What follows belongs to an exercise in optimizing a design on an open flow for small area, a short achievable clock period and few clock cycles; a production flow would make more cautious choices. RTL that was checked went through simulation tests only; none was proved equivalent to the original. No functional check of the RTL was part of runs 1 to 6. No activity file was given, so power comes from the tool's default toggle rates.

### design/flow/config.mk
export PLATFORM = sky130hd
export DESIGN_NAME = aoc_solver_top
export DESIGN_NICKNAME = aoc_solver_top
export VERILOG_FILES = /design/flow/design.v
export SDC_FILE = /design/flow/constraint.sdc
export NUM_CORES = 4
export LEC_CHECK = 0
export ABC_CLOCK_PERIOD_IN_PS = 2700
export CAP_MARGIN = 20
export CORE_MARGIN = 2
export CORE_UTILIZATION = 40
export SETUP_SLACK_MARGIN = 2.3
export SLEW_MARGIN = 20
### design/flow/constraint.sdc
create_clock -name core_clock -period 5.0 [get_ports {clock}]
set_input_delay 1.0000 -clock core_clock [delete_from_list [all_inputs] [get_ports {clock}]]
set_output_delay 1.0000 -clock core_clock [all_outputs]
set_load 0.01 [all_outputs]
### design/flow/design.v
module aoc_solver_top (
    input         clear,
    input         clock,
    input  [31:0] reg_wdata,
    input         reg_write_strobe,
    input  [3:0]  reg_addr,
    output [31:0] reg_rdata
);
    reg       in_aw, in_dw, in_start;
    reg [9:0] in_a;
    always @(posedge clock) begin
        in_aw    <= ~clear & reg_write_strobe & (reg_addr == 4'd2);
        in_dw    <= ~clear & reg_write_strobe & (reg_addr == 4'd3);
        in_start <= ~clear & reg_write_strobe & (reg_addr == 4'd0) & reg_wdata[0];
        in_a     <= reg_wdata[9:0];
    end
    reg [4:0] off, ax, pr;
    reg       a_up, a_dn, b_up, b_dn;
    always @(posedge clock)
        if (clear) begin
            off  <= 5'd0;
            ax   <= 5'd0;
            pr   <= 5'd1;
            a_up <= 1'b1;
            a_dn <= 1'b0;
            b_up <= 1'b1;
            b_dn <= 1'b1;
        end else begin
            off  <= off + 5'd1;
            a_up <= off != 5'd30;
            a_dn <= off != 5'd31;
            b_up <= off != 5'd14;
            b_dn <= off != 5'd15;
            if (in_aw) begin
                ax <= in_a[4:0];
                pr <= in_a[9:5] + off + 5'd2;
            end else
                pr <= pr + 5'd1;
        end
    reg  [1023:0] ring;     
    wire [31:0]   outA, outB, rmA, rmB;
    wire          en;
    aoc_row_proc pa (.en(en),
        .up(ring[32*30 +: 32] & {32{a_up}}), .mid(ring[32*31 +: 32]),
        .dn(ring[0 +: 32] & {32{a_dn}}), .out(outA), .rm(rmA));
    aoc_row_proc pb (.en(en),
        .up(ring[32*14 +: 32] & {32{b_up}}), .mid(ring[32*15 +: 32]),
        .dn(ring[32*16 +: 32] & {32{b_dn}}), .out(outB), .rm(rmB));
    reg       pend_v, pend_d;
    reg [4:0] pend_x;
    reg [3:0] pend_p;
    always @(posedge clock) begin
        pend_v <= ~clear & in_dw & pr[0];
        pend_d <= in_a[0];
        pend_x <= ax;
        pend_p <= pr[4:1] + 4'd1;
    end
    wire        now_v   = in_dw & ~pr[0];
    wire        wr_v    = now_v | pend_v;
    wire        wr_d    = now_v ? in_a[0] : pend_d;
    wire [4:0]  wr_x    = now_v ? ax : pend_x;
    wire [3:0]  wr_p    = now_v ? pr[4:1] : pend_p;
    wire [31:0] col_sel = 32'd1 << wr_x;
    genvar p;
    generate
        for (p = 0; p < 32; p = p + 1) begin : g_row
            wire [31:0] prev;
            if (p == 0)       assign prev = outA;
            else if (p == 16) assign prev = outB;
            else              assign prev = ring[32*(p-1) +: 32];
            if (p % 2 == 0) begin : g_wr
                wire        rsel = wr_v & (wr_p == p / 2);
                wire [31:0] wsel = col_sel & {32{rsel}};
                always @(posedge clock)
                    ring[32*p +: 32] <= (prev & ~wsel) | ({32{wr_d}} & wsel);
            end else begin : g_nowr
                always @(posedge clock)
                    ring[32*p +: 32] <= prev;
            end
        end
    endgenerate
    wire [63:0] cin = {ring[32*31 +: 32], ring[32*15 +: 32]};
    reg  [3:0]  part [0:7];
    reg         v1, rq1;
    integer i;
    always @(posedge clock) begin
        for (i = 0; i < 8; i = i + 1)
            part[i] <= ((cin[8*i] + cin[8*i+1]) + (cin[8*i+2] + cin[8*i+3]))
                     + ((cin[8*i+4] + cin[8*i+5]) + (cin[8*i+6] + cin[8*i+7]));
        rq1 <= |{rmA, rmB};
    end
    reg [6:0] psum;
    reg       v2, rq2;
    always @(posedge clock)
        psum <= ((part[0] + part[1]) + (part[2] + part[3]))
              + ((part[4] + part[5]) + (part[6] + part[7]));
    reg        solving, done, blk0, bq;
    reg [3:0]  bc;
    reg [10:0] b0, removed;    
    wire       bq_now = (bc == 4'd0) ? rq2 : (bq | rq2);
    assign en = solving;
    always @(posedge clock)
        if (clear) begin
            v1      <= 1'b0;
            v2      <= 1'b0;
            rq2     <= 1'b0;
            solving <= 1'b0;
            done    <= 1'b0;
            blk0    <= 1'b1;
            bq      <= 1'b0;
            bc      <= 4'd0;
            b0      <= 11'd0;
            removed <= 11'd0;
        end else begin
            v1  <= en & ~done;
            v2  <= v1 & ~done;
            rq2 <= rq1;
            if (in_start & ~done)
                solving <= 1'b1;
            if (v2 & ~done) begin
                bc <= bc + 4'd1;
                bq <= bq_now;
                if (blk0)
                    b0 <= b0 + psum;
                else
                    removed <= ((bc == 4'd0) ? b0 : removed) - psum;
                if (bc == 4'd15) begin
                    blk0 <= 1'b0;
                    if (~bq_now) begin
                        solving <= 1'b0;
                        done    <= 1'b1;
                    end
                end
            end
        end
    assign reg_rdata = (reg_addr == 4'd1) ? {5'd0, removed, 15'd0, done} : 32'd0;
endmodule
module aoc_row_proc (
    input         en,
    input  [31:0] up,
    input  [31:0] mid,
    input  [31:0] dn,
    output [31:0] out,
    output [31:0] rm
);
    wire [33:0] u  = {1'b0, up, 1'b0};
    wire [33:0] m  = {1'b0, mid, 1'b0};
    wire [33:0] d  = {1'b0, dn, 1'b0};
    wire [33:0] cs = u ^ m ^ d;
    wire [33:0] cc = (u & m) | (u & d) | (m & d);
    genvar x;
    generate
        for (x = 0; x < 32; x = x + 1) begin : g_col
            wire c0 = cc[x], c1 = cc[x+1], c2 = cc[x+2];
            wire s0 = cs[x], s1 = cs[x+1], s2 = cs[x+2];
            wire ge5 = (((c0 & c1) | (c0 & c2) | (c1 & c2)) & (s0 | s1 | s2 | (c0 & c1 & c2)))
                     | ((c0 | c1 | c2) & s0 & s1 & s2);
            assign rm[x] = en & mid[x] & ~ge5;
        end
    endgenerate
    assign out = mid & ~rm;
endmodule
### design/flow/run.sh
#!/bin/bash
# synth_recipe.tcl (not shown) runs the flow's synth.tcl, then flattens the netlist and writes it again
# the make line also repeats each setting of config.mk as NAME=value (left out here)
make -C /OpenROAD-flow-scripts/flow DESIGN_CONFIG=/design/flow/config.mk WORK_HOME=/design/flow/orfs CLKGATE_MAP_FILE= SYNTH_SCRIPT=/design/flow/synth_recipe.tcl finish
==> flow_summary.toml, run 1 <==
[yosys]
syn_area_mm2 = 0.0405
synth_ff_type = "dfxtp_1"
synth_area_leader_cell = "dfxtp_1"
ys_ff_latch = 1140
async_flop_share = 0
synth_cells = 4036
synth_area_leaders = "dfxtp_1 (56%), a31oi_1 (7.1%), a21oi_1 (6.9%)"
netlist-cell-type-count = 78
synth_seq_area_share = 0.563
yosysTopAreaCellShare = 0.563
postSynthAreaPerCell_um2 = 10.0
yosysWarnings = 2
synth_edf_count = 0

[critical_path]
arrival_ns = 3.95
worst_path_largest_cell_delay_ns = 0.55
startpoint_type = "flop"
critical_path.cell_chain = "inv_2 > fa_1 > inv_2 > fa_1 > fa_1 > inv_1 > fa_1 > inv_2 > ha_4 > inv_2 > fa_2 > buf_4 > xnor2_1"
end_kind = "flop"
path_class = "reg -> reg"
critPathMaxFanout = 2
required_ns = 5.58
worst-r2r-cell-count = 13
crit_slowest_cell = "fa_1"

[floorplanning]
initial_core_util = 0.404
coreArea_mm2 = 0.100
die_area_mm2 = 0.104
rows = 116
die_y_um = 322
io_pins = 71
die_x_um = 322

[status]
status = "no timing/DRC/antenna violations"

[timing]
worstMarginPinSlew_ns = 1.18
drv_slew = 0
slew-limit-headroom = 0.208
tns_ns = 0
period_minus_slack_ns = 3.37
fmax_ghz = 0.296
hold_ws_ns = 0.305
period_share = 0.675
finalSetupViolCount = 0
hold_viol = 0
rsz0062_at_grt = "yes"
clock_skew_ns = 0.0339

[grt]
grt_pass1_wl_mm = 162
grt_pass1_vias = 27400
gr-total-overflow = 0
grt_util_all_layers = 0.199
antenna_found_initial = 4
grt_max_degree = 131

[power_and_ir_drop]
p_per_area_mw_per_mm2 = 375
leakagePower_nw = 17.6
ir_drop_mv = 0.307

[hold_path]
hold_path_depth = 0
hp-class = "reg -> reg"

[finish]
post-route-util = 0.474
finalNonFillerCells = 5467
fin_nets = 4244
drive_gt1_frac = 0.153
area_growth_syn_to_layout_pct = 17.3
final_cell_mix = "dfxtp_1 (1113), a21oi_1 (552), a31oi_1 (457)"
mostFrequentLayoutCell = "dfxtp_1"

[clock_tree]
cts_root_buf = "clkbuf_16"
cts_buffers = 108
clk_pin_slew_ns = 0.06
h-tree-depth = 3
clock_latency_ns = 0.70
cts_buffer_depth = 3
cts_hold_buffers = 0
clock_sinks = 1140
cts_tree = "yes"

[drt]
dr_total_vias = 29300
dr.pass1.iters = 5
drt_iter0_markers = 2527
post_drt_wl_per_cell_um = 19.4
drt.antenna.violating_nets = 0
drt-vias-per-instance = 5.36
routed_wirelength_mm = 106
drc = 0

[place]
dp_cells = 5162
portBuffers = 28
dp_hpwl_mm = 63.5
place.gp.congestion = 0.908

[job]
maxCapViolations = 0
-- cell type report --
class,instances,area [µm²]
clock inverter,43,520
inverter,193,724
multi-input combinational,2369,16300
tap,1357,1700
fill,9106,52800
sequential,1140,22900
antenna,1,2.50
timing repair buffer,211,2180
clock buffer,153,3180
-- final timing paths --
| check | start | to | slack (ns) |
|---|---|---|---|
| worst max-delay path | part[0][2] | psum[4] | 1.63 |
| worst min-delay path | ring[134] | ring[166] | 0.31 |
| worst max register to register | part[0][2] | psum[4] | 1.63 |
| worst min register to register | ring[134] | ring[166] | 0.31 |
-- kinds of logic after synthesis --
kind of cell / count (synthesis) / share of synthesized area
other: 1 / 0.0000925
flip-flops: 1140 / 0.563
AO/OA/AOI/OAI: 1269 / 0.183
XOR/XNOR: 31 / 0.00670
adder cells (fa/ha/maj): 211 / 0.0861
buffers and inverters: 553 / 0.0575
multiplexers: 44 / 0.0115
AND/OR/NAND/NOR: 787 / 0.0916
-- flip-flops by register name (all words and copies together) (netlist names), 7 cells and up --
register / flops
ring: 1024
part: 32
b0: 11
removed: 11
in_a: 10
psum: 7
-- cells in the mapped netlist, drive strengths merged (60+ instances only) --
library cell  count
a21oi           558
a31oi           464
buf             160
clkbuf          200
dfxtp          1140
fa              122
ha               60
inv             193
nand2           335
nand3            87
nor2            121
nor3             62
o21ai           100
-- worst max-delay path, delay by kind of cell, from the launching register on --
family / cells / cell delay, ns
buffers and inverters: 6 / 0.38
adders and majority gates: 6 / 2.46
DFF: 1 / 0.32
xor gates and xnor gates: 1 / 0.11
-- repair_timing --
action,4_1_cts,5_1_grt
gates resized for setup,232,98
setup endpoints to repair,542,223
pin swaps,52,52
gates cloned,6,4
setup buffers,53,45
endpoints found under the hold margin,0,0
-- metrics by stage --
step                worst slack (ns)  power (W)  cell area (µm²)
detailed placement              1.08    0.00957            42000
floorplan                       1.74    0.00950            40800
finish                          1.63     0.0178            47500
global placement                1.21    0.00957            41900
global route                    1.53     0.0184            47500
CTS                             1.65     0.0180            46800
-- per-layer routing --
| layer | global-route usage | share of wire | vias up |
|---|---|---|---|
| li1 | - | - | 14100 |
| met1 | 0.276 | 0.46 | 14200 |
| met2 | 0.315 | 0.45 | 829 |
| met3 | 0.0328 | 0.056 | 173 |
| met4 | 0.0677 | 0.029 | 2 |
| met5 | 0 | 0.000085 | - |
-- power breakdown --
| group | internal [W] | total, W | switching, W | leakage, nW |
|---|---|---|---|---|
| registers | 0.00910 | 0.00913 | 0.0000340 | 9.20 |
| logic | 0.0000969 | 0.000282 | 0.000186 | 6.62 |
| clock network | 0.00491 | 0.00842 | 0.00352 | 1.83 |
==> run 2, diff against run 1 <==
==> design/flow/config.mk (replaced) <==
export PLATFORM = sky130hd
export DESIGN_NAME = aoc_solver_top
export DESIGN_NICKNAME = aoc_solver_top
export VERILOG_FILES = /design/flow/design.v
export SDC_FILE = /design/flow/constraint.sdc
export NUM_CORES = 4
export LEC_CHECK = 0
export CAP_MARGIN = 20
export CORE_MARGIN = 2
export CORE_UTILIZATION = 40
export SETUP_SLACK_MARGIN = 1.8
export SLEW_MARGIN = 20
==> flow_summary.toml, run 2 <==
[yosys]
netlist-cell-type-count = 78
yosysWarnings = 2
synth_cells = 4036
postSynthAreaPerCell_um2 = 10.0
synth_area_leaders = "dfxtp_1 (56%), a31oi_1 (7.1%), a21oi_1 (6.9%)"
netlist_top_cells_count = "dfxtp_1 (1140), a21oi_1 (557), a31oi_1 (461)"
synth_area_leader_cell = "dfxtp_1"
synth_edf_count = 0
syn_area_mm2 = 0.0405
yosysMostFrequentCell = "dfxtp_1"
async_flop_share = 0
yosysTopAreaCellShare = 0.563
synth_ff_type = "dfxtp_1"
synth_seq_area_share = 0.563
ys_ff_latch = 1140

[critical_path]
arrival_ns = 3.98
r2r_setup_slack_ns = 1.59
critical_path.cell_chain = "buf_4 > nand2_1 > fa_1 > or2_2 > o311a_1 > o31a_1 > o21ai_0 > nand4_1 > nor4_1 > nand4_1"
r2r-start = "a_dn"
critPathMaxFanout = 17
crit_slowest_cell = "fa_1"
startpoint_type = "flop"
worst_path_largest_cell_delay_ns = 0.61
crit_top_cell = "nand4_1"
worst-r2r-cell-count = 10
path_class = "reg -> reg"
end_kind = "flop"
required_ns = 5.57
timing.rr.end = "rq1"

[finish]
area_growth_syn_to_layout_pct = 13.9
finalNonFillerCells = 5386
drive_gt1_frac = 0.104
mostFrequentLayoutCell = "dfxtp_1"
final_cell_mix = "dfxtp_1 (1130), a21oi_1 (554), a31oi_1 (460)"
largest_reg_flops = 1024
design_area_mm2 = 0.0462
top_register = "ring"
reg.largest.list = "ring x1024, part x32"
post-route-util = 0.460
fin_nets = 4156

[hold_path]
hold_path_depth = 0
hold_end = "ring[765]"
hold_start = "ring[733]"
hp-class = "reg -> reg"

[drt]
wl_met3_mm = 4.08
drt_iter0_markers = 2290
post_drt_wl_per_cell_um = 18.2
dr_total_vias = 28500
top_layer_used = "met4"
drc = 0
dr.pass1.iters = 5
routed_wirelength_mm = 98.2
drt-vias-per-instance = 5.30
routed-wl-met2_mm = 44.6
wirelength_met1_mm = 46.8
drt.antenna.violating_nets = 0

[job]
maxCapViolations = 0

[timing]
tns_ns = 0
clock_skew_ns = 0.0528
period_share = 0.682
period_minus_slack_ns = 3.41
drv_slew = 0
slew-limit-headroom = 0.315
finalSetupViolCount = 0
fmax_ghz = 0.293
hold_ws_ns = 0.283
hold_viol = 0
worstMarginPinSlew_ns = 1.02
rsz0062_at_grt = "yes"

[power_and_ir_drop]
p_per_area_mw_per_mm2 = 395
leakagePower_nw = 17.2
ir_drop_mv = 0.323

[clock_tree]
h-tree-depth = 3
clock_latency_ns = 0.70
clk_pin_slew_ns = 0.07
cts_hold_buffers = 0
clock_sinks = 1140
cts_buffers = 110
cts_root_buf = "clkbuf_16"
cts_buffer_depth = 3
cts_tree = "yes"

[floorplanning]
io_pins = 71
die_area_mm2 = 0.104
initial_core_util = 0.404
rows = 116
die_x_um = 322
coreArea_mm2 = 0.100
die_y_um = 322

[status]
status = "no timing/DRC/antenna violations"

[place]
dp_cells = 5162
dp_hpwl_mm = 63.5
place.gp.congestion = 0.903
portBuffers = 28
placed_cell_area_mm2 = 0.0419

[grt]
gr-total-overflow = 0
grt_util_all_layers = 0.187
grt_pass1_vias = 26900
grt_pass1_wl_mm = 154
grt_max_degree = 116
antenna_found_initial = 1
==> run 2: worst max-delay path by stage <==
stage	slack, ns	cells past startpoint	endpoint	from
2_1_floorplan	1.73	15	removed[10]	bc[0]
3_3_place_gp	1.25	10	rq1	b_dn
3_5_place_dp	1.18	10	rq1	b_dn
4_1_cts	1.55	10	rq1	b_dn
5_1_grt	1.48	14	psum[6]	part[3][2]
6_report	1.59	10	rq1	a_dn
==> run 2: final cells by class <==
type                       instances  area, µm²
inverter                         193        724
multi-input combinational       2363      15800
fill                            9332      54100
sequential                      1140      22800
clock inverter                    55        816
timing repair buffer             127       1120
antenna                            2       5.00
tap                             1357       1700
clock buffer                     149       3150
==> run 2: kinds of logic after synthesis <==
group                    Yosys count  synth area share
multiplexers                      44            0.0115
XOR/XNOR                          31           0.00670
AND/OR/NAND/NOR                  787            0.0916
other                              1         0.0000925
adder cells (fa/ha/maj)          211            0.0861
buffers and inverters            553            0.0575
flip-flops                      1140             0.563
AO/OA/AOI/OAI                   1269             0.183
==> run 2: repair_timing <==
action	4_1_cts	5_1_grt
cloned	2	0
buffers inserted	10	5
gates resized for setup	70	37
pin swaps	22	10
setup endpoints to repair	59	106
==> run 2: worst max-delay path, delay by kind of cell, from the launching register on <==
family / cells / cell delay (ns)
AND/OR/NAND/NOR: 5 / 1.22
adder cells (fa/ha/maj): 1 / 0.61
flip-flops: 1 / 0.56
AO/OA/AOI/OAI: 3 / 0.55
buffers and inverters: 1 / 0.34
==> run 2: stage by stage <==
stage,power [W],setup slack (ns)
final,0.0183,1.59
after CTS,0.0184,1.55
after detailed placement,0.00957,1.18
after global routing,0.0189,1.48
after floorplan,0.00950,1.73
after global placement,0.00957,1.25
==> run 2: routing by layer <==
layer | vias to the layer above | global-route usage
li1 | 13900 | -
met1 | 13800 | 0.262
met2 | 651 | 0.298
met3 | 150 | 0.0249
met4 | 0 | 0.0628
met5 | - | 0
==> run 2: power breakdown <==
group / total, W / leakage, nW / switching [W] / internal (W)
logic: 0.000238 / 6.02 / 0.000165 / 0.0000730
clock network: 0.00887 / 1.94 / 0.00360 / 0.00528
registers: 0.00914 / 9.19 / 0.0000337 / 0.00911
total: 0.0183 / 17.2 / 0.00380 / 0.0145
==> run 3, diff against run 2 <==
--- a/design/flow/design.v
+++ b/design/flow/design.v
@@ -80,60 +80,70 @@
         end
     endgenerate
     wire [63:0] cin = {ring[32*31 +: 32], ring[32*15 +: 32]};
+    wire [63:0] rmv = {rmA, rmB};
     reg  [3:0]  part [0:7];
-    reg         v1, rq1;
+    reg  [3:0]  ro;
     integer i;
     always @(posedge clock) begin
         for (i = 0; i < 8; i = i + 1)
             part[i] <= ((cin[8*i] + cin[8*i+1]) + (cin[8*i+2] + cin[8*i+3]))
                      + ((cin[8*i+4] + cin[8*i+5]) + (cin[8*i+6] + cin[8*i+7]));
-        rq1 <= |{rmA, rmB};
+        for (i = 0; i < 4; i = i + 1)
+            ro[i] <= |rmv[16*i +: 16];
     end
+    reg [5:0] q0, q1;
     reg [6:0] psum;
-    reg       v2, rq2;
-    always @(posedge clock)
-        psum <= ((part[0] + part[1]) + (part[2] + part[3]))
-              + ((part[4] + part[5]) + (part[6] + part[7]));
-    reg        solving, done, blk0, bq;
+    reg       rq2, rq3;
+    always @(posedge clock) begin
+        q0   <= (part[0] + part[1]) + (part[2] + part[3]);
+        q1   <= (part[4] + part[5]) + (part[6] + part[7]);
+        psum <= q0 + q1;
+        rq2  <= |ro;
+        rq3  <= rq2;
+    end
+    reg        solving, fin, done, blk0, cp, bq;
+    reg [2:0]  vs;            
     reg [3:0]  bc;
-    reg [10:0] b0, removed;    
-    wire       bq_now = (bc == 4'd0) ? rq2 : (bq | rq2);
+    reg [10:0] bs, b0;
+    wire       go     = vs[2] & ~fin;
+    wire       bq_now = (bc == 4'd0) ? rq3 : (bq | rq3);
     assign en = solving;
     always @(posedge clock)
         if (clear) begin
-            v1      <= 1'b0;
-            v2      <= 1'b0;
-            rq2     <= 1'b0;
             solving <= 1'b0;
+            fin     <= 1'b0;
             done    <= 1'b0;
             blk0    <= 1'b1;
+            cp      <= 1'b0;
             bq      <= 1'b0;
+            vs      <= 3'd0;
             bc      <= 4'd0;
+            bs      <= 11'd0;
             b0      <= 11'd0;
-            removed <= 11'd0;
         end else begin
-            v1  <= en & ~done;
-            v2  <= v1 & ~done;
-            rq2 <= rq1;
-            if (in_start & ~done)
+            vs <= {vs[1:0], solving & ~fin};
+            if (in_start & ~solving & ~fin & ~done)
                 solving <= 1'b1;
-            if (v2 & ~done) begin
+            cp <= go & blk0 & (bc == 4'd15);
+            if (go) begin
                 bc <= bc + 4'd1;
                 bq <= bq_now;
-                if (blk0)
-                    b0 <= b0 + psum;
-                else
-                    removed <= ((bc == 4'd0) ? b0 : removed) - psum;
+                bs <= ((bc == 4'd0) ? 11'd0 : bs) + psum;
                 if (bc == 4'd15) begin
                     blk0 <= 1'b0;
                     if (~bq_now) begin
                         solving <= 1'b0;
-                        done    <= 1'b1;
+                        fin     <= 1'b1;
                     end
                 end
             end
+            if (fin & ~done) begin
+                done <= 1'b1;
+                b0   <= cp ? 11'd0 : (b0 - bs);
+            end else if (cp)
+                b0 <= bs;
         end
-    assign reg_rdata = (reg_addr == 4'd1) ? {5'd0, removed, 15'd0, done} : 32'd0;
+    assign reg_rdata = (reg_addr == 4'd1) ? {5'd0, b0, 15'd0, done} : 32'd0;
 endmodule
 module aoc_row_proc (
     input         en,
--- a/design/flow/config.mk
+++ b/design/flow/config.mk
@@ -5,8 +5,9 @@
 export SDC_FILE = /design/flow/constraint.sdc
 export NUM_CORES = 4
 export LEC_CHECK = 0
+export ABC_CLOCK_PERIOD_IN_PS = 2500
 export CAP_MARGIN = 20
 export CORE_MARGIN = 2
 export CORE_UTILIZATION = 40
-export SETUP_SLACK_MARGIN = 1.8
+export SETUP_SLACK_MARGIN = 2.5
 export SLEW_MARGIN = 20
==> flow_summary.toml, run 3 <==
[hold_path]
hp-class = "reg -> reg"
hold_path_depth = 0
hold_start = "ring[669]"
hold_end = "ring[701]"

[floorplanning]
rows = 118
coreArea_mm2 = 0.103
io_pins = 71
initial_core_util = 0.403
die_y_um = 327
die_area_mm2 = 0.107
die_x_um = 327

[finish]
largest_reg_flops = 1024
final_cell_mix = "dfxtp_1 (1134), a21oi_1 (482), a31oi_1 (367)"
drive_gt1_frac = 0.199
reg.largest.list = "ring x1024, part x32"
mostFrequentLayoutCell = "dfxtp_1"
area_growth_syn_to_layout_pct = 21.1
post-route-util = 0.488
fin_nets = 4387
design_area_mm2 = 0.0506
top_register = "ring"

[status]
status = "no timing/DRC/antenna violations"

[drt]
drt.antenna.violating_nets = 0
drc = 0
drt-vias-per-instance = 5.50
post_drt_wl_per_cell_um = 20.8
dr_total_vias = 31000
dr.pass1.iters = 6
routed_wirelength_mm = 117
drt_iter0_markers = 2765

[clock_tree]
clk_pin_slew_ns = 0.06
cts_root_buf = "clkbuf_16"
cts_buffers = 114
clock_sinks = 1159
h-tree-depth = 3
clock_latency_ns = 0.70
cts_buffer_depth = 3
cts_tree = "yes"

[grt]
globalRoute.busiestLayer = "met2"
grt_max_degree = 84
grt_pass1_wl_mm = 174
grtUsageMet2 = 0.325
grt_pass1_vias = 28800
use_met3 = 0.0416
antenna_found_initial = 5
grt_util_all_layers = 0.209
met1_usage = 0.292
gr-total-overflow = 0

[timing]
hold_viol = 0
worstMarginPinSlew_ns = 1.14
period_share = 0.584
clock_skew_ns = 0.0287
period_minus_slack_ns = 2.92
tns_ns = 0
fmax_ghz = 0.342
rsz0062_at_grt = "yes"
finalSetupViolCount = 0
drv_slew = 0
slew-limit-headroom = 0.238

[power_and_ir_drop]
p_per_area_mw_per_mm2 = 371
leakagePower_nw = 19.0
power_w = 0.0187
ir_drop_mv = 0.272

[critical_path]
required_ns = 4.00
end_kind = "primary output"
timing.rr.end = "part[2][1]"
arrival_ns = 1.92
cp_num_buf_inv = 5
crit_top_cell = "buf_6"
r2r_setup_slack_ns = 2.13
worst_path_largest_cell_delay_ns = 0.13
critical_path.cell_chain = "buf_8 > nor2_4 > nand2_4 > nor2_4 > buf_6 > buf_6 > buf_6 > and2_4 > buf_6"
critPathMaxFanout = 4
cp_top_family = "buffers and inverters"
worst-r2r-cell-count = 9
r2r-start = "ring[497]"
path_class = "in -> out"
crit_slowest_cell = "and2_4"
startpoint_type = "input port"

[yosys]
yosysWarnings = 2
synth_area_leader_cell = "dfxtp_1"
synth_area_leaders = "dfxtp_1 (56%), a21oi_1 (6.0%), a31oi_1 (5.7%)"
synth_cells = 4094
netlist_top_cells_count = "dfxtp_1 (1159), a21oi_1 (501), a31oi_1 (379)"
synth_edf_count = 0
syn_area_mm2 = 0.0418
yosysMostFrequentCell = "dfxtp_1"
async_flop_share = 0
synth_seq_area_share = 0.556
postSynthAreaPerCell_um2 = 10.2
ys_ff_latch = 1159
yosysTopAreaCellShare = 0.556
synth_ff_type = "dfxtp_1"
netlist-cell-type-count = 82

[place]
placed_cell_area_mm2 = 0.0430
dp_hpwl_mm = 69.0
portBuffers = 28
place.gp.congestion = 0.898

[job]
maxCapViolations = 0
-- run 3: changes by cell type after synthesis, moves of 17 or more --
cell     change
o31ai_1     +92
a31oi_1     -82
o21ai_0     +72
nand2_1     -64
a21oi_1     -56
nand3_1     -51
nor3_1      -28
and3_1      -23
and2_1      +22
nor2_1      +22
o32a_1      +22
a21o_1      +21
dfxtp_1     +19
buf_2       +17
-- run 3: where the power goes --
group,switching [W],internal [W],leakage [nW]
sequential,0.0000451,0.00927,9.38
combinational,0.000313,0.000184,7.64
clock,0.00365,0.00529,1.94
total,0.00401,0.0147,19.0
-- run 3: how the worst max path moves through the flow --
stage	to	start	depth (start not counted)	slack [ns]
final	reg_rdata[26]	reg_addr[3]	9	2.08
after global routing	reg_rdata[26]	reg_addr[3]	9	2.03
after CTS	reg_rdata[26]	reg_addr[2]	9	2.08
after detailed placement	reg_rdata[24]	reg_addr[3]	7	1.36
after global placement	reg_rdata[24]	reg_addr[3]	7	1.39
after floorplan	part[0][2]	ring[480]	9	2.30
-- run 3: cells by family (layout without fill, tap and decap cells) --
kind of cell / count (synthesis) / in the layout / synth area share
multiplexers: 45 / 45 / 0.0114
flip-flops: 1159 / 1159 / 0.556
AO/OA/AOI/OAI: 1402 / 1403 / 0.208
other: 1 / 23 / 0.0000898
XOR/XNOR: 40 / 40 / 0.00839
adder cells (fa/ha/maj): 200 / 200 / 0.0801
AND/OR/NAND/NOR: 686 / 693 / 0.0788
buffers and inverters: 561 / 694 / 0.0577
-- run 3: cell type report --
class	count	area, µm²
inverters	177	667
repair buffers	307	3220
clock inverters	55	736
diodes	3	7.51
well taps	1380	1730
clock buffers	155	3220
multi-input cells	2401	17700
flip-flops and latches	1159	23300
fillers	9223	52900
-- run 3: through the flow --
step	cells	setup slack, ns	hold slack (ns)
finish	5637	2.08	0.320
global route	5634	2.03	0.325
CTS	5556	2.08	0.318
detailed placement	5220	1.36	0.312
global placement	5219	1.39	0.310
floorplan	4113	2.30	0.310
-- run 3: what timing repair did --
item	CTS	global route
gates cloned	15	3
gates resized for setup	308	217
buffers inserted	111	75
hold buffers	0	0
endpoints found under the setup margin	555	332
pin swaps	85	128
-- run 3: worst register-to-register path, delay by kind of cell, from the launching register on --
family                     cells  cell delay (ns)
DFF                            1             0.35
adders and majority gates      5             2.21
buffers and inverters          4             0.20
-- run 3: per-layer routing --
layer,routed length [µm],vias to the layer above
li1,-,14600
met1,53000,15200
met2,52500,994
met3,8430,193
met4,3130,0
met5,0,-
==> run 4, diff against run 3 <==
==> design/flow/config.mk (replaced) <==
export PLATFORM = sky130hd
export DESIGN_NAME = aoc_solver_top
export DESIGN_NICKNAME = aoc_solver_top
export VERILOG_FILES = /design/flow/design.v
export SDC_FILE = /design/flow/constraint.sdc
export NUM_CORES = 4
export LEC_CHECK = 0
export ABC_AREA = 1
export CAP_MARGIN = 20
export CORE_MARGIN = 2
export CORE_UTILIZATION = 40
export SETUP_SLACK_MARGIN = 2.2
export SLEW_MARGIN = 20
==> flow_summary.toml, run 4 <==
[status]
status = "no timing/DRC/antenna violations"

[floorplanning]
die_x_um = 332
die_area_mm2 = 0.110
initial_core_util = 0.403
io_pins = 71
die_y_um = 332
rows = 120
coreArea_mm2 = 0.107

[finish]
post-route-util = 0.457
fin_nets = 5371
final_cell_mix = "nand2_1 (1443), dfxtp_1 (1144), nand3_1 (685)"
largest_reg_flops = 1024
final.fill_count = 10300
area_growth_syn_to_layout_pct = 13.6
reg.largest.list = "ring x1024, part x32"
top_register = "ring"
drive_gt1_frac = 0.0850
mostFrequentLayoutCell = "nand2_1"

[timing]
worstMarginPinSlew_ns = 1.13
slew-limit-headroom = 0.246
finalSetupViolCount = 0
hold_viol = 0
fin_ws_ns = 2.17
period_minus_slack_ns = 2.83
fmax_ghz = 0.353
tns_ns = 0
hold_ws_ns = 0.312
clock_skew_ns = 0.0229
rsz0062_at_grt = "yes"
period_share = 0.566
drv_slew = 0

[drt]
dr_total_vias = 32800
post_drt_wl_per_cell_um = 17.6
drt_iter0_markers = 2578
top_layer_used = "met4"
dr.pass1.iters = 5
wirelength_met1_mm = 54.9
routed-wl-met2_mm = 52.6
drt.antenna.violating_nets = 0
routed_wirelength_mm = 117
wl_met3_mm = 6.28
drt-vias-per-instance = 4.94
drc = 0

[clock_tree]
clk_pin_slew_ns = 0.06
cts_buffer_depth = 3
cts_tree = "yes"
cts_root_buf = "clkbuf_16"
cts_hold_buffers = 0
h-tree-depth = 3
clock_latency_ns = 0.70
clock_sinks = 1159
cts_buffers = 113

[grt]
gr-total-overflow = 0
grt_max_degree = 93
grt_util_all_layers = 0.210
grt_pass1_vias = 31500
antenna_found_initial = 5
grt_pass1_wl_mm = 184

[yosys]
syn_area_mm2 = 0.0431
synth_area_leaders = "dfxtp_1 (54%), nand2_1 (13%), nand3_1 (8.0%)"
ys_ff_latch = 1159
netlist_top_cells_count = "nand2_1 (1460), dfxtp_1 (1159), nand3_1 (687)"
yosysWarnings = 2
synth_seq_area_share = 0.538
async_flop_share = 0
synth_edf_count = 0
netlist-cell-type-count = 36
yosysMostFrequentCell = "nand2_1"
synth_area_leader_cell = "dfxtp_1"
synth_ff_type = "dfxtp_1"
postSynthAreaPerCell_um2 = 8.35
yosysTopAreaCellShare = 0.538
synth_cells = 5164

[critical_path]
cp-startpoint = "ring[1016]"
startpoint_type = "flop"
worst-r2r-cell-count = 9
crit_slowest_cell = "fa_1"
cp_top_family = "adder cells"
timing.rr.end = "part[7][1]"
required_ns = 5.60
critPathMaxFanout = 2
end_kind = "flop"
worst_path_largest_cell_delay_ns = 0.54
cp_num_buf_inv = 4
arrival_ns = 3.43
path_class = "reg -> reg"
critical_path.cell_chain = "fa_1 > inv_1 > fa_1 > fa_1 > inv_1 > ha_2 > inv_2 > fa_2 > inv_1"
r2r_setup_slack_ns = 2.17
cp.depth = 9
r2r-start = "ring[1016]"

[power_and_ir_drop]
ir_drop_mv = 0.294
leakagePower_nw = 22.3
p_per_area_mw_per_mm2 = 382
power_w = 0.0187

[place]
dp_hpwl_mm = 76.1
place.gp.congestion = 0.860
portBuffers = 28
place_ws_ns = 1.17

[hold_path]
hold_start = "ring[200]"
hp-class = "reg -> reg"
hold_end = "ring[232]"
hold_path_depth = 0

[job]
maxCapViolations = 0
## run 4: cell type report
| class | count | area [µm²] | share of cell area |
|---|---|---|---|
| clock inverters | 47 | 606 | 0.0124 |
| multi-input cells | 3337 | 17400 | 0.355 |
| well taps | 1403 | 1760 | 0.0358 |
| inverters | 397 | 1520 | 0.0311 |
| repair buffers | 133 | 1160 | 0.0238 |
| flip-flops and latches | 1159 | 23200 | 0.475 |
| repair inverters | 3 | 20.0 | 0.000409 |
| diodes | 2 | 5.00 | 0.000102 |
| clock buffers | 160 | 3270 | 0.0667 |
## run 4: kinds of logic after synthesis
family,after synthesis,share of synthesized area
AOI/OAI and AO/OA,588,0.0700
xor gates and xnor gates,27,0.00548
adders and majority gates,188,0.0747
buffers and inverters,690,0.0678
DFF,1159,0.538
other,1,0.0000870
and+or+nand+nor,2511,0.244
## run 4: power breakdown
group / total (W) / leakage [nW] / switching [W] / internal [W]
Sequential: 0.00932 / 9.39 / 0.0000368 / 0.00928
Combinational: 0.000573 / 11.1 / 0.000391 / 0.000182
Clock: 0.00881 / 1.88 / 0.00368 / 0.00513
Total: 0.0187 / 22.3 / 0.00411 / 0.0146
## run 4: what timing repair did
item,in CTS,in global routing
gates cloned,6,0
resized for setup,140,53
pin swaps,32,17
buffers inserted,24,7
endpoints found under the setup margin,346,481
## run 4: worst max path at each step
stage                          to
finish                 part[7][1]
global route            ring[863]
CTS                     ring[530]
detailed placement  reg_rdata[26]
global placement    reg_rdata[20]
floorplan              part[5][2]
## run 4: metrics by stage
stage | cells | area, µm²
2_1_floorplan | 5183 | 43200
3_3_place_gp | 6395 | 44500
3_5_place_dp | 6395 | 44500
4_1_cts | 6632 | 48800
5_1_grt | 6639 | 49000
6_report | 6641 | 49000
## run 4: worst reg2reg max path: cells and delay by family, from the launching register on
kind / cells / cell delay [ns]
flops: 1 / 0.36
buf+inv: 4 / 0.20
fa+ha+maj: 5 / 2.16
## run 4: metal layers
layer / GRT usage / vias to the layer above
met5: 0 / -
met4: 0.0647 / 0
met3: 0.0309 / 192
met2: 0.337 / 861
met1: 0.291 / 15400
li1: - / 16400
==> run 5, diff against run 4 <==
--- a/design/flow/config.mk
+++ b/design/flow/config.mk
@@ -9,5 +9,6 @@
 export CAP_MARGIN = 20
 export CORE_MARGIN = 2
 export CORE_UTILIZATION = 40
+export CTS_BUF_LIST = sky130_fd_sc_hd__clkbuf_4 sky130_fd_sc_hd__clkbuf_8
 export SETUP_SLACK_MARGIN = 2.2
 export SLEW_MARGIN = 20
==> flow_summary.toml, run 5 <==
[clock_tree]
cts_buffer_depth = 3
cts_tree = "yes"
h-tree-depth = 4
clock_latency_ns = 0.88
cts_buffers = 184
cts_hold_buffers = 0
clock_sinks = 1159
clk_pin_slew_ns = 0.06
cts_root_buf = "clkbuf_8"

[drt]
drc = 0
drt_iter0_markers = 2853
routed_wirelength_mm = 118
drt.antenna.violating_nets = 0
drt-vias-per-instance = 4.94
dr.pass1.iters = 6
post_drt_wl_per_cell_um = 17.4
dr_total_vias = 33500

[yosys]
async_flop_share = 0
yosysMostFrequentCell = "nand2_1"
yosysWarnings = 2
synth_ff_type = "dfxtp_1"
syn_area_mm2 = 0.0431
postSynthAreaPerCell_um2 = 8.35
netlist_top_cells_count = "nand2_1 (1460), dfxtp_1 (1159), nand3_1 (687)"
netlist-cell-type-count = 36
ys_ff_latch = 1159
synth_seq_area_share = 0.538
synth_area_leader_cell = "dfxtp_1"
synth_cells = 5164
synth_edf_count = 0
synth_area_leaders = "dfxtp_1 (54%), nand2_1 (13%), nand3_1 (8.0%)"
yosysTopAreaCellShare = 0.538

[finish]
reg.largest.list = "ring x1024, part x32"
final.fill_count = 10300
largest_reg_flops = 1024
mostFrequentLayoutCell = "nand2_1"
top_register = "ring"
drive_gt1_frac = 0.112
post-route-util = 0.461
area_growth_syn_to_layout_pct = 14.6
fin_nets = 5453
design_area_mm2 = 0.0494
final_cell_mix = "nand2_1 (1437), dfxtp_1 (1141), nand3_1 (685)"

[status]
status = "no timing/DRC/antenna violations"

[critical_path]
arrival_ns = 1.79
crit_end = "reg_rdata[16]"
timing.rr.end = "part[2][1]"
cp-startpoint = "reg_addr[3]"
r2r-start = "ring[499]"
path_class = "in -> out"
worst-r2r-cell-count = 9
startpoint_type = "input port"
r2r_setup_slack_ns = 2.22
end_kind = "primary output"
critPathMaxFanout = 5
required_ns = 4.00

[floorplanning]
die_x_um = 332
io_pins = 71
coreArea_mm2 = 0.107
die_area_mm2 = 0.110
die_y_um = 332
rows = 120
initial_core_util = 0.403

[power_and_ir_drop]
p_per_area_mw_per_mm2 = 382
leakagePower_nw = 22.7
ir_drop_mv = 0.247

[place]
place.gp.congestion = 0.860
portBuffers = 28
dp_hpwl_mm = 76.1
placed_cell_area_mm2 = 0.0445

[timing]
period_minus_slack_ns = 2.79
rsz0062_at_grt = "yes"
hold_ws_ns = 0.306
fmax_ghz = 0.358
tns_ns = 0
hold_viol = 0
worstMarginPinSlew_ns = 1.15
drv_slew = 0
finalSetupViolCount = 0
period_share = 0.558
slew-limit-headroom = 0.232
clock_skew_ns = 0.0586

[grt]
grt_max_degree = 93
grt_pass1_wl_mm = 185
gr-total-overflow = 0
antenna_found_initial = 7
grt_util_all_layers = 0.213
grt_pass1_vias = 32300

[job]
maxCapViolations = 0

[hold_path]
hp-class = "reg -> reg"
==> run 5: cell counts after synthesis <==
Identical to the previous run, type by type.
==> run 5: what timing repair did <==
item / CTS / global route
buffers inserted: 27 / 15
pin swaps: 36 / 24
gates resized for setup: 139 / 67
gates cloned: 6 / 0
setup endpoints to repair: 338 / 466
==> run 5: power breakdown <==
part | leakage (nW) | internal [W] | switching [W]
clock | 2.21 | 0.00519 | 0.00380
sequential | 9.39 | 0.00928 | 0.0000368
combinational | 11.1 | 0.000187 | 0.000393
==> run 5: critical path: stages <==
cell	delay, ns
buf_6	0.09
nor2_4	0.11
buf_6	0.11
nand3_4	0.10
buf_4	0.16
nor2_1	0.08
buf_2	0.13
==> run 5: kinds of logic after synthesis <==
| logic type | count (synthesis) | synth area share |
|---|---|---|
| simple gates | 2511 | 0.244 |
| flops | 1159 | 0.538 |
| fa+ha+maj | 188 | 0.0747 |
| buf+inv | 690 | 0.0678 |
| compound gates | 588 | 0.0700 |
| other cells | 1 | 0.0000870 |
| xor+xnor | 27 | 0.00548 |
==> run 5: per-stage QoR <==
step           cells  setup slack [ns]  total power [W]
2_1_floorplan   5183              2.28          0.00987
3_3_place_gp    6395              1.19           0.0101
3_5_place_dp    6395              1.17           0.0101
4_1_cts         6755              2.03           0.0191
5_1_grt         6772              2.12           0.0195
6_report        6774              2.21           0.0189
==> run 5: worst min-delay path by stage <==
stage	start	to	slack, ns	cells after the start
after floorplan	ring[68]	ring[100]	0.31	0
final	ring[277]	ring[309]	0.31	0
after global placement	ring[158]	ring[190]	0.31	0
after global routing	ring[72]	ring[104]	0.31	0
after CTS	ring[277]	ring[309]	0.29	0
after detailed placement	ring[77]	ring[109]	0.31	0
==> run 5: cell type report <==
class,instances,area (µm²),area share
diodes,4,10.0,0.000203
clock buffers,282,3560,0.0721
clock inverters,45,626,0.0127
inverters,397,1520,0.0308
multi-input cells,3337,17400,0.353
flip-flops and latches,1159,23200,0.471
well taps,1403,1760,0.0355
repair buffers,144,1240,0.0252
repair inverters,3,20.0,0.000405
==> run 5: per-layer routing <==
| layer | GRT usage | part of all wire | up-vias |
|---|---|---|---|
| met1 | 0.291 | 0.46 | 15700 |
| li1 | - | - | 16600 |
| met4 | 0.0715 | 0.027 | 0 |
| met3 | 0.0372 | 0.057 | 212 |
| met2 | 0.340 | 0.45 | 947 |
| met5 | 0 | 0 | - |
==> run 6, diff against run 5 <==
--- a/design/flow/config.mk
+++ b/design/flow/config.mk
@@ -9,6 +9,7 @@
 export CAP_MARGIN = 20
 export CORE_MARGIN = 2
 export CORE_UTILIZATION = 40
-export CTS_BUF_LIST = sky130_fd_sc_hd__clkbuf_4 sky130_fd_sc_hd__clkbuf_8
+export CTS_BUF_LIST = sky130_fd_sc_hd__clkbuf_8
+export CTS_CLUSTER_SIZE = 30
 export SETUP_SLACK_MARGIN = 2.2
 export SLEW_MARGIN = 20
==> flow_summary.toml, run 6 <==
[clock_tree]
cts_buffers = 184
h-tree-depth = 4
clock_latency_ns = 0.88
cts_tree = "yes"
cts_buffer_depth = 3
clk_pin_slew_ns = 0.06
cts_hold_buffers = 0
clock_sinks = 1159
cts_root_buf = "clkbuf_8"

[timing]
tns_ns = 0
clock_skew_ns = 0.0621
finalSetupViolCount = 0
drv_slew = 0
hold_ws_ns = 0.308
worstMarginPinSlew_ns = 1.14
period_share = 0.562
slew-limit-headroom = 0.238
rsz0062_at_grt = "yes"
period_minus_slack_ns = 2.81
hold_viol = 0
fmax_ghz = 0.356

[power_and_ir_drop]
power_frac_clock = 0.465
p_sw_w = 0.00423
power.internal_w = 0.0143
p_per_area_mw_per_mm2 = 376
switching_share = 0.229
ir_drop_mv = 0.247
p_seq_frac = 0.504
comb_power_share = 0.031
leakagePower_nw = 22.7

[yosys]
synth_area_leader_cell = "dfxtp_1"
ys_ff_latch = 1159
syn_area_mm2 = 0.0431
yosysWarnings = 2
synth_edf_count = 0
yosysTopAreaCellShare = 0.538
synth_cells = 5164
synth_seq_area_share = 0.538
postSynthAreaPerCell_um2 = 8.35
async_flop_share = 0
yosysMostFrequentCell = "nand2_1"
synth_ff_type = "dfxtp_1"
netlist-cell-type-count = 36
synth_area_leaders = "dfxtp_1 (54%), nand2_1 (13%), nand3_1 (8.0%)"
netlist_top_cells_count = "nand2_1 (1460), dfxtp_1 (1159), nand3_1 (687)"

[place]
dp_cells = 6395
portBuffers = 28
dp_hpwl_mm = 76.1
place.gp.congestion = 0.860
placed_cell_area_mm2 = 0.0445

[hold_path]
hp-class = "reg -> reg"
hold_start = "ring[403]"

[finish]
largest_reg_flops = 1024
post-route-util = 0.459
final.fill_count = 10300
finalNonFillerCells = 6770
final_cell_mix = "nand2_1 (1440), dfxtp_1 (1141), nand3_1 (685)"
design_area_mm2 = 0.0492
mostFrequentLayoutCell = "nand2_1"
area_growth_syn_to_layout_pct = 14.0
drive_gt1_frac = 0.102
top_register = "ring"
reg.largest.list = "ring x1024, part x32"
fin_nets = 5449

[floorplanning]
die_area_mm2 = 0.110
rows = 120
die_x_um = 332
die_y_um = 332
coreArea_mm2 = 0.107
initial_core_util = 0.403
io_pins = 71

[critical_path]
arrival_ns = 3.50
path_class = "reg -> reg"
r2r-start = "pr[0]"
required_ns = 5.68
cp-startpoint = "pr[0]"
end_kind = "flop"
critPathMaxFanout = 26
startpoint_type = "flop"

[drt]
drc = 0
dr_total_vias = 33500
routed_wirelength_mm = 118
drt.antenna.violating_nets = 0
drt_iter0_markers = 2769
post_drt_wl_per_cell_um = 17.4
drt-vias-per-instance = 4.95
dr.pass1.iters = 6

[grt]
gr-total-overflow = 0
grt_max_degree = 93
grt_util_all_layers = 0.212
grt_pass1_vias = 32200
grt_pass1_wl_mm = 185
antenna_found_initial = 6

[status]
status = "no timing/DRC/antenna violations"

[job]
maxCapViolations = 0
run 6: cell counts after synthesis:
Identical to the previous run, type by type.
run 6: power groups by stage:
stage                     Clock (W)  Combinational (W)  Sequential [W]
after CTS                   0.00879           0.000562         0.00932
after detailed placement          0           0.000536         0.00953
after floorplan                   0           0.000365         0.00951
after global placement            0           0.000529         0.00953
after global routing        0.00920           0.000642         0.00932
final                       0.00861           0.000576         0.00932
run 6: cells by family after synthesis:
| logic type | after synthesis | synth area share |
|---|---|---|
| flip-flops | 1159 | 0.538 |
| adder cells (fa/ha/maj) | 188 | 0.0747 |
| XOR/XNOR | 27 | 0.00548 |
| buffers and inverters | 690 | 0.0678 |
| other | 1 | 0.0000870 |
| AO/OA/AOI/OAI | 588 | 0.0700 |
| AND/OR/NAND/NOR | 2511 | 0.244 |
run 6: layout make-up:
cell class / instances / area [µm²] / share of cell area
antenna: 4 / 10.0 / 0.000204
clock buffer: 231 / 3180 / 0.0647
clock inverter: 96 / 817 / 0.0166
inverter: 397 / 1520 / 0.0309
multi-input combinational: 3337 / 17400 / 0.354
sequential: 1159 / 23200 / 0.473
tap: 1403 / 1760 / 0.0357
timing repair buffer: 141 / 1220 / 0.0249
timing repair inverter: 2 / 12.5 / 0.000255
run 6: metrics by stage:
step | setup slack [ns] | power (W)
finish | 2.19 | 0.0185
global route | 2.01 | 0.0192
CTS | 2.12 | 0.0187
detailed placement | 1.17 | 0.0101
global placement | 1.19 | 0.0101
floorplan | 2.28 | 0.00987
run 6: metal layers:
layer / GRT usage / vias up / routed length [µm]
met1: 0.291 / 15700 / 54900
met5: 0 / - / 0
met4: 0.0744 / 0 / 3300
met3: 0.0365 / 209 / 6480
met2: 0.336 / 972 / 52900
li1: - / 16600 / -
run 6: critical path: stages (launching register included):
cell     delay (ns)
dfxtp_1        0.36
inv_2          0.12
nand2_4        0.16
nand2_1        0.10
nand2_1        0.08
inv_2          0.55
nand2_1        0.67
o21ai_0        0.35
nand2_1        0.21
run 6: final timing paths:
path         slack, ns        end  cells past startpoint
max               2.19  ring[578]                      8
min               0.31  ring[435]                      0
max reg2reg       2.19  ring[578]                      8
min reg2reg       0.31  ring[435]                      0
run 6: repair_timing:
item | in CTS | in global routing
endpoints found under the setup margin | 339 | 431
cloned | 5 | 0
endpoints found under the hold margin | 0 | 0
resized for setup | 136 | 61
pin swaps | 36 | 23
buffers inserted | 24 | 15
==> run 7, diff against run 6 <==
--- a/design/flow/design.v
+++ b/design/flow/design.v
@@ -79,34 +79,34 @@
             end
         end
     endgenerate
-    wire [63:0] cin = {ring[32*31 +: 32], ring[32*15 +: 32]};
+    wire [63:0] cin = {ring[32*30 +: 32], ring[32*14 +: 32]};
     wire [63:0] rmv = {rmA, rmB};
-    reg  [3:0]  part [0:7];
+    reg  [2:0]  part [0:8];
+    reg         part9;
     reg  [3:0]  ro;
     integer i;
     always @(posedge clock) begin
-        for (i = 0; i < 8; i = i + 1)
-            part[i] <= ((cin[8*i] + cin[8*i+1]) + (cin[8*i+2] + cin[8*i+3]))
-                     + ((cin[8*i+4] + cin[8*i+5]) + (cin[8*i+6] + cin[8*i+7]));
+        for (i = 0; i < 9; i = i + 1)
+            part[i] <= pop7(cin[7*i +: 7]);
+        part9 <= cin[63];
         for (i = 0; i < 4; i = i + 1)
             ro[i] <= |rmv[16*i +: 16];
     end
     reg [5:0] q0, q1;
     reg [6:0] psum;
-    reg       rq2, rq3;
+    reg       rq2;
     always @(posedge clock) begin
-        q0   <= (part[0] + part[1]) + (part[2] + part[3]);
-        q1   <= (part[4] + part[5]) + (part[6] + part[7]);
+        q0   <= ((part[0] + part[1]) + (part[2] + part[3])) + part[4];
+        q1   <= ((part[5] + part[6]) + (part[7] + part[8])) + part9;
         psum <= q0 + q1;
         rq2  <= |ro;
-        rq3  <= rq2;
     end
     reg        solving, fin, done, blk0, cp, bq;
-    reg [2:0]  vs;            
+    reg [1:0]  vs;            
     reg [3:0]  bc;
     reg [10:0] bs, b0;
-    wire       go     = vs[2] & ~fin;
-    wire       bq_now = (bc == 4'd0) ? rq3 : (bq | rq3);
+    wire       go     = vs[1] & ~fin;
+    wire       bq_now = (bc == 4'd0) ? rq2 : (bq | rq2);
     assign en = solving;
     always @(posedge clock)
         if (clear) begin
@@ -116,12 +116,12 @@
             blk0    <= 1'b1;
             cp      <= 1'b0;
             bq      <= 1'b0;
-            vs      <= 3'd0;
+            vs      <= 2'd0;
             bc      <= 4'd0;
             bs      <= 11'd0;
             b0      <= 11'd0;
         end else begin
-            vs <= {vs[1:0], solving & ~fin};
+            vs <= {vs[0], solving & ~fin};
             if (in_start & ~solving & ~fin & ~done)
                 solving <= 1'b1;
             cp <= go & blk0 & (bc == 4'd15);
@@ -143,6 +143,15 @@
             end else if (cp)
                 b0 <= bs;
         end
+    function [2:0] pop7(input [6:0] b);
+        reg c1, s1, c2, s2, c3, s3;
+        begin
+            {c1, s1} = b[0] + b[1] + b[2];
+            {c2, s2} = b[3] + b[4] + b[5];
+            {c3, s3} = s1 + s2 + b[6];
+            pop7 = {2'b00, s3} + ({1'b0, c1} + c2 + c3) * 2;
+        end
+    endfunction
     assign reg_rdata = (reg_addr == 4'd1) ? {5'd0, b0, 15'd0, done} : 32'd0;
 endmodule
 module aoc_row_proc (
--- a/design/flow/config.mk
+++ b/design/flow/config.mk
@@ -9,7 +9,5 @@
 export CAP_MARGIN = 20
 export CORE_MARGIN = 2
 export CORE_UTILIZATION = 40
-export CTS_BUF_LIST = sky130_fd_sc_hd__clkbuf_8
-export CTS_CLUSTER_SIZE = 30
 export SETUP_SLACK_MARGIN = 2.2
 export SLEW_MARGIN = 20
==> flow_summary.toml, run 7 <==
[hold_path]
hold_start = "ring[399]"
hp-class = "reg -> reg"

[yosys]
synth_seq_area_share = 0.534
yosysWarnings = 2
yosysMostFrequentCell = "nand2_1"
async_flop_share = 0
syn_area_mm2 = 0.0431
yosysTopAreaCellShare = 0.534
ys_ff_latch = 1151
netlist_top_cells_count = "nand2_1 (1736), dfxtp_1 (1151), nand3_1 (679)"
synth_cells = 5299
synth_edf_count = 0
synth_area_leader_cell = "dfxtp_1"
synth_ff_type = "dfxtp_1"
synth_area_leaders = "dfxtp_1 (53%), nand2_1 (15%), nand3_1 (7.9%)"
postSynthAreaPerCell_um2 = 8.14
netlist-cell-type-count = 40

[clock_tree]
cts_hold_buffers = 0
clock_latency_ns = 0.70
clock_sinks = 1151
clk_pin_slew_ns = 0.06
cts_root_buf = "clkbuf_16"
cts_tree = "yes"
cts_buffers = 111
h-tree-depth = 3
cts_buffer_depth = 3

[place]
place.gp.congestion = 0.928
portBuffers = 28
place_ws_ns = 1.31
placed_cell_area_mm2 = 0.0446
dp_hpwl_mm = 73.9

[finish]
largest_reg_flops = 1024
top_register = "ring"
area_growth_syn_to_layout_pct = 14.1
final_cell_mix = "nand2_1 (1728), dfxtp_1 (1145), nand3_1 (674)"
final.fill_count = 10200
reg.largest.list = "ring x1024, part x27"
design_area_mm2 = 0.0492
mostFrequentLayoutCell = "nand2_1"
drive_gt1_frac = 0.0860
fin_nets = 5509
diodes = 0

[grt]
grt_pass1_vias = 31700
grt_util_all_layers = 0.207
gr-total-overflow = 0
antenna_found_initial = 1
grt_pass1_wl_mm = 180
grt_max_degree = 120

[drt]
drt_iter0_markers = 2536
dr.pass1.iters = 6
routed_wirelength_mm = 118
drt.antenna.violating_nets = 0
drc = 0
post_drt_wl_per_cell_um = 17.4
drt-vias-per-instance = 4.92
dr_total_vias = 33500

[critical_path]
critPathMaxFanout = 27
end_kind = "flop"
crit_slowest_cell = "nor2_2"
crit_top_cell = "inv_2"
worst_path_largest_cell_delay_ns = 0.95
cp_top_family = "simple AND/OR/NAND/NOR gates"
path_class = "reg -> reg"
required_ns = 5.64
cp_num_buf_inv = 3
cp-startpoint = "pr[0]"
critical_path.cell_chain = "inv_2 > nand2_4 > inv_2 > nor2_1 > inv_1 > nand3_2 > nor2_2 > nand3_1 > nand2_1"
r2r-start = "pr[0]"
startpoint_type = "flop"
arrival_ns = 3.51

[timing]
worstMarginPinSlew_ns = 1.02
fin_ws_ns = 2.13
hold_ws_ns = 0.315
finalSetupViolCount = 0
drv_slew = 0
fmax_ghz = 0.348
rsz0062_at_grt = "yes"
tns_ns = 0
hold_viol = 0
period_share = 0.574
slew-limit-headroom = 0.321
period_minus_slack_ns = 2.87
clock_skew_ns = 0.0373

[floorplanning]
coreArea_mm2 = 0.107
die_x_um = 332
io_pins = 71
initial_core_util = 0.403
die_y_um = 332
rows = 120
die_area_mm2 = 0.110

[power_and_ir_drop]
ir_drop_mv = 0.281
leakagePower_nw = 22.5
p_per_area_mw_per_mm2 = 374
power_w = 0.0184

[job]
maxCapViolations = 0

[status]
status = "no timing/DRC/antenna violations"
==> run 7: changes by cell type after synthesis, sizes merged, moves of 3 or more <==
cell,before,now
a21oi,95,107
buf,147,162
clkbuf,146,134
dfxtp,1159,1151
fa,116,119
ha,72,46
inv,397,456
nand2,1464,1743
nand3,688,682
nor2,284,274
o21ai,458,288
o21bai,16,19
xor2,18,13
==> run 7: layout make-up <==
class	instances	area [µm²]	share of cell area
multi-input combinational	3428	17500	0.355
inverter	456	1730	0.0351
sequential	1151	23100	0.468
clock buffer	159	3250	0.0660
clock inverter	44	473	0.00961
timing repair buffer	157	1480	0.0301
tap	1403	1760	0.0357
==> run 7: per-layer routing <==
layer	global-route usage	routed length, µm
met1	0.277	53000
met4	0.0949	5230
met3	0.0336	6880
met5	0	0
met2	0.326	52900
==> run 7: final timing paths <==
| path | slack [ns] | end | cells past startpoint |
|---|---|---|---|
| hold / removal | 0.32 | ring[431] | 0 |
| setup / recovery | 2.13 | ring[540] | 9 |
| setup reg to reg | 2.13 | ring[540] | 9 |
| hold reg to reg | 0.32 | ring[431] | 0 |
==> run 7: logic make-up after synthesis <==
kind of cell             count (synthesis)  share of synthesized area
AO/OA/AOI/OAI                          438                     0.0533
XOR/XNOR                                20                    0.00406
adder cells (fa/ha/maj)                165                     0.0686
buffers and inverters                  752                     0.0720
flip-flops                            1151                      0.534
other                                    1                  0.0000870
AND/OR/NAND/NOR                       2772                      0.268
==> run 7: report_power, final <==
group | total [W] | switching (W) | internal [W]
Combinational | 0.000671 | 0.000443 | 0.000228
Clock | 0.00848 | 0.00363 | 0.00484
Sequential | 0.00929 | 0.0000418 | 0.00924
==> run 7: what timing repair did <==
item                       4_1_cts  5_1_grt
setup buffers                   39       25
setup endpoints to repair      330      225
gates cloned                     7        6
hold endpoints to repair         0        0
pin swaps                       23       22
resized for setup               78       59
==> run 7: stage by stage <==
| stage | cells | utilization |
|---|---|---|
| floorplan | 5318 | - |
| detailed placement | 6517 | 0.416 |
| global placement | 6517 | 0.416 |
| CTS | 6766 | 0.455 |
| global route | 6798 | 0.460 |
| finish | 6798 | 0.460 |
Testbench counts of run 7, summed over its fixed seeds: cycles 148,160.
==> run 8, diff against run 7 <==
--- a/design/flow/config.mk
+++ b/design/flow/config.mk
@@ -9,5 +9,7 @@
 export CAP_MARGIN = 20
 export CORE_MARGIN = 2
 export CORE_UTILIZATION = 40
+export CTS_CLUSTER_DIAMETER = 80
+export CTS_CLUSTER_SIZE = 24
 export SETUP_SLACK_MARGIN = 2.2
 export SLEW_MARGIN = 20
==> flow_summary.toml, run 8 <==
[yosys]
ys_ff_latch = 1151
yosysWarnings = 2
synth_edf_count = 0
netlist-cell-type-count = 40
postSynthAreaPerCell_um2 = 8.14
yosysMostFrequentCell = "nand2_1"
synth_seq_area_share = 0.534
syn_area_mm2 = 0.0431
synth_area_leader_cell = "dfxtp_1"
netlist_top_cells_count = "nand2_1 (1736), dfxtp_1 (1151), nand3_1 (679)"
async_flop_share = 0
synth_area_leaders = "dfxtp_1 (53%), nand2_1 (15%), nand3_1 (7.9%)"
yosysTopAreaCellShare = 0.534
synth_ff_type = "dfxtp_1"
synth_cells = 5299

[clock_tree]
clk_pin_slew_ns = 0.10
clock_latency_ns = 0.69
cts_buffers = 56
cts_root_buf = "clkbuf_16"
h-tree-depth = 2
cts_buffer_depth = 3
cts_tree = "yes"
clock_sinks = 1151

[critical_path]
end_kind = "flop"
required_ns = 5.55
crit_slowest_cell = "fa_1"
critPathMaxFanout = 2
path_class = "reg -> reg"
worst_path_largest_cell_delay_ns = 0.57
critical_path.cell_chain = "inv_2 > fa_2 > fa_1 > inv_2 > fa_1 > ha_2 > fa_2 > xor2_1"
startpoint_type = "flop"
arrival_ns = 3.35

[drt]
routed_wirelength_mm = 115
drt_iter0_markers = 2577
post_drt_wl_per_cell_um = 17.3
dr.pass1.iters = 7
drt.antenna.violating_nets = 0
drt-vias-per-instance = 4.94
dr_total_vias = 33000
drc = 0

[grt]
antenna_found_initial = 0
grt_pass1_wl_mm = 177
grt_max_degree = 120
gr-total-overflow = 0
grt_util_all_layers = 0.201
grt_pass1_vias = 30900

[timing]
clock_skew_ns = 0.0422
finalSetupViolCount = 0
tns_ns = 0
worstMarginPinSlew_ns = 0.976
period_minus_slack_ns = 2.80
drv_slew = 0
period_share = 0.559
rsz0062_at_grt = "yes"
hold_viol = 0
fmax_ghz = 0.358
slew-limit-headroom = 0.348

[finish]
post-route-util = 0.440
final_cell_mix = "nand2_1 (1728), dfxtp_1 (1145), nand3_1 (675)"
drive_gt1_frac = 0.0656
largest_reg_flops = 1024
top_register = "ring"
area_growth_syn_to_layout_pct = 9.31
reg.largest.list = "ring x1024, part x27"
fin_nets = 5452
finalNonFillerCells = 6667
mostFrequentLayoutCell = "nand2_1"

[power_and_ir_drop]
leakagePower_nw = 21.5
p_per_area_mw_per_mm2 = 320
power_w = 0.0151
ir_drop_mv = 0.267

[place]
portBuffers = 28
dp_hpwl_mm = 73.9
dp_cells = 6517
place.gp.congestion = 0.928

[job]
maxCapViolations = 0

[status]
status = "no timing/DRC/antenna violations"

[floorplanning]
rows = 120
initial_core_util = 0.403
die_x_um = 332
io_pins = 71
die_area_mm2 = 0.110
die_y_um = 332
coreArea_mm2 = 0.107

[hold_path]
hp-class = "reg -> reg"
## run 8: changes by cell type in the layout (fill, tap and decap cells not counted), moves of 3 or more
| cell | previous run | this run |
|---|---|---|
| nor2_1 | 234 | 237 |
| clkinvlp_4 | 9 | 2 |
| nand3_2 | 6 | 3 |
| inv_2 | 31 | 26 |
| clkbuf_1 | 20 | 0 |
| clkinv_2 | 19 | 4 |
| buf_4 | 100 | 92 |
| clkbuf_8 | 27 | 4 |
| clkbuf_16 | 112 | 57 |
| bufinv_16 | 6 | 2 |
| nor2_4 | 32 | 29 |
## run 8: per-stage QoR
step	setup WS [ns]	hold slack (ns)	area [µm²]
final	2.20	0.316	47100
after global routing	2.14	0.315	47100
after global placement	1.34	0.310	44600
after floorplan	2.29	0.310	43200
after detailed placement	1.31	0.312	44600
after CTS	1.86	0.311	46700
## run 8: kinds of logic after synthesis
kind of cell | after synthesis | synth area share
other | 1 | 0.0000870
adder cells (fa/ha/maj) | 165 | 0.0686
XOR/XNOR | 20 | 0.00406
flip-flops | 1151 | 0.534
AND/OR/NAND/NOR | 2772 | 0.268
AO/OA/AOI/OAI | 438 | 0.0533
buffers and inverters | 752 | 0.0720
## run 8: where the power goes
group	switching, W	internal, W
logic	0.000436	0.000224
registers	0.0000418	0.00923
clock network	0.00293	0.00223
## run 8: critical path: cells and delay by family, from the launching register on
family | cells | cell delay [ns]
xor+xnor | 1 | 0.15
buf+inv | 2 | 0.09
flops | 1 | 0.34
fa+ha+maj | 5 | 2.11
## run 8: worst paths after layout
check	depth (start not counted)	slack, ns	start	to
setup / recovery	8	2.20	part[0][1]	q0[3]
hold / removal	0	0.32	ring[851]	ring[883]
setup reg to reg	8	2.20	part[0][1]	q0[3]
hold reg to reg	0	0.32	ring[851]	ring[883]
## run 8: area by class of cell
| type | count | area, µm² |
|---|---|---|
| diodes | 1 | 2.50 |
| clock buffers | 60 | 1470 |
| clock inverters | 13 | 155 |
| fillers | 10500 | 59900 |
| inverters | 456 | 1730 |
| multi-input cells | 3428 | 17400 |
| flip-flops and latches | 1151 | 23100 |
| well taps | 1403 | 1760 |
| repair buffers | 155 | 1520 |
## run 8: metal layers
metal | vias up | track usage | part of all wire
met4 | 0 | 0.0742 | 0.040
met5 | - | 0 | 0
met3 | 188 | 0.0203 | 0.047
met1 | 15600 | 0.278 | 0.46
met2 | 766 | 0.327 | 0.45
li1 | 16400 | - | -
## run 8: timing repair
item                                    in CTS  in global routing
buffers inserted                            40                 22
cloned                                       7                  6
hold buffers                                 0                  0
endpoints found under the setup margin     358                265
hold endpoints to repair                     0                  0
pin swaps                                   29                 20
gates resized for setup                     78                 56

==> port drivers added, routing unchanged <==
In the flow no input, the clock included, has a driving cell. The finished layouts below were timed again as built, in two steps.
Step 1 (the two cells are an assumption about what drives the block):
set clk [get_ports {clock}]
set_driving_cell -lib_cell sky130_fd_sc_hd__clkbuf_16 $clk
set_driving_cell -lib_cell sky130_fd_sc_hd__buf_2 [delete_from_list [all_inputs] $clk]
Step 2, shift: input delay + t, output delay - t, t = (earliest + latest rising clock arrival at the registers) / 2. This alone moves slack from input paths to output paths.
a / b / c = ideal ports / drivers / drivers and shift; a / b = the first two.
| run | t, ns | setup WS [ns] | worst data-port slew with drivers (ns) | cell pins on the clock port's net |
|---|---|---|---|---|
| run 1 | 0.752 | 1.626 / 1.626 / 1.626 | 0.05 | 1 |
| run 2 | 0.746 | 1.590 / 1.590 / 1.590 | 0.04 | 1 |
| run 3 | 0.758 | 2.078 / 2.038 / 2.038 | 0.05 | 1 |
| run 4 | 0.758 | 2.169 / 2.169 / 2.169 | 0.04 | 1 |
| run 5 | 0.915 | 2.208 / 2.177 / 2.177 | 0.04 | 1 |
| run 6 | 0.915 | 2.188 / 2.188 / 2.188 | 0.04 | 1 |
| run 7 | 0.756 | 2.128 / 2.128 / 2.128 | 0.04 | 1 |
| run 8 | 0.741 | 2.205 / 2.205 / 2.205 | 0.04 | 1 |
After both steps setup and hold are still met in every run listed. The setup slack of run 3, which loses most, moves by -0.040 ns with the drivers and by -0.040 ns with both steps.
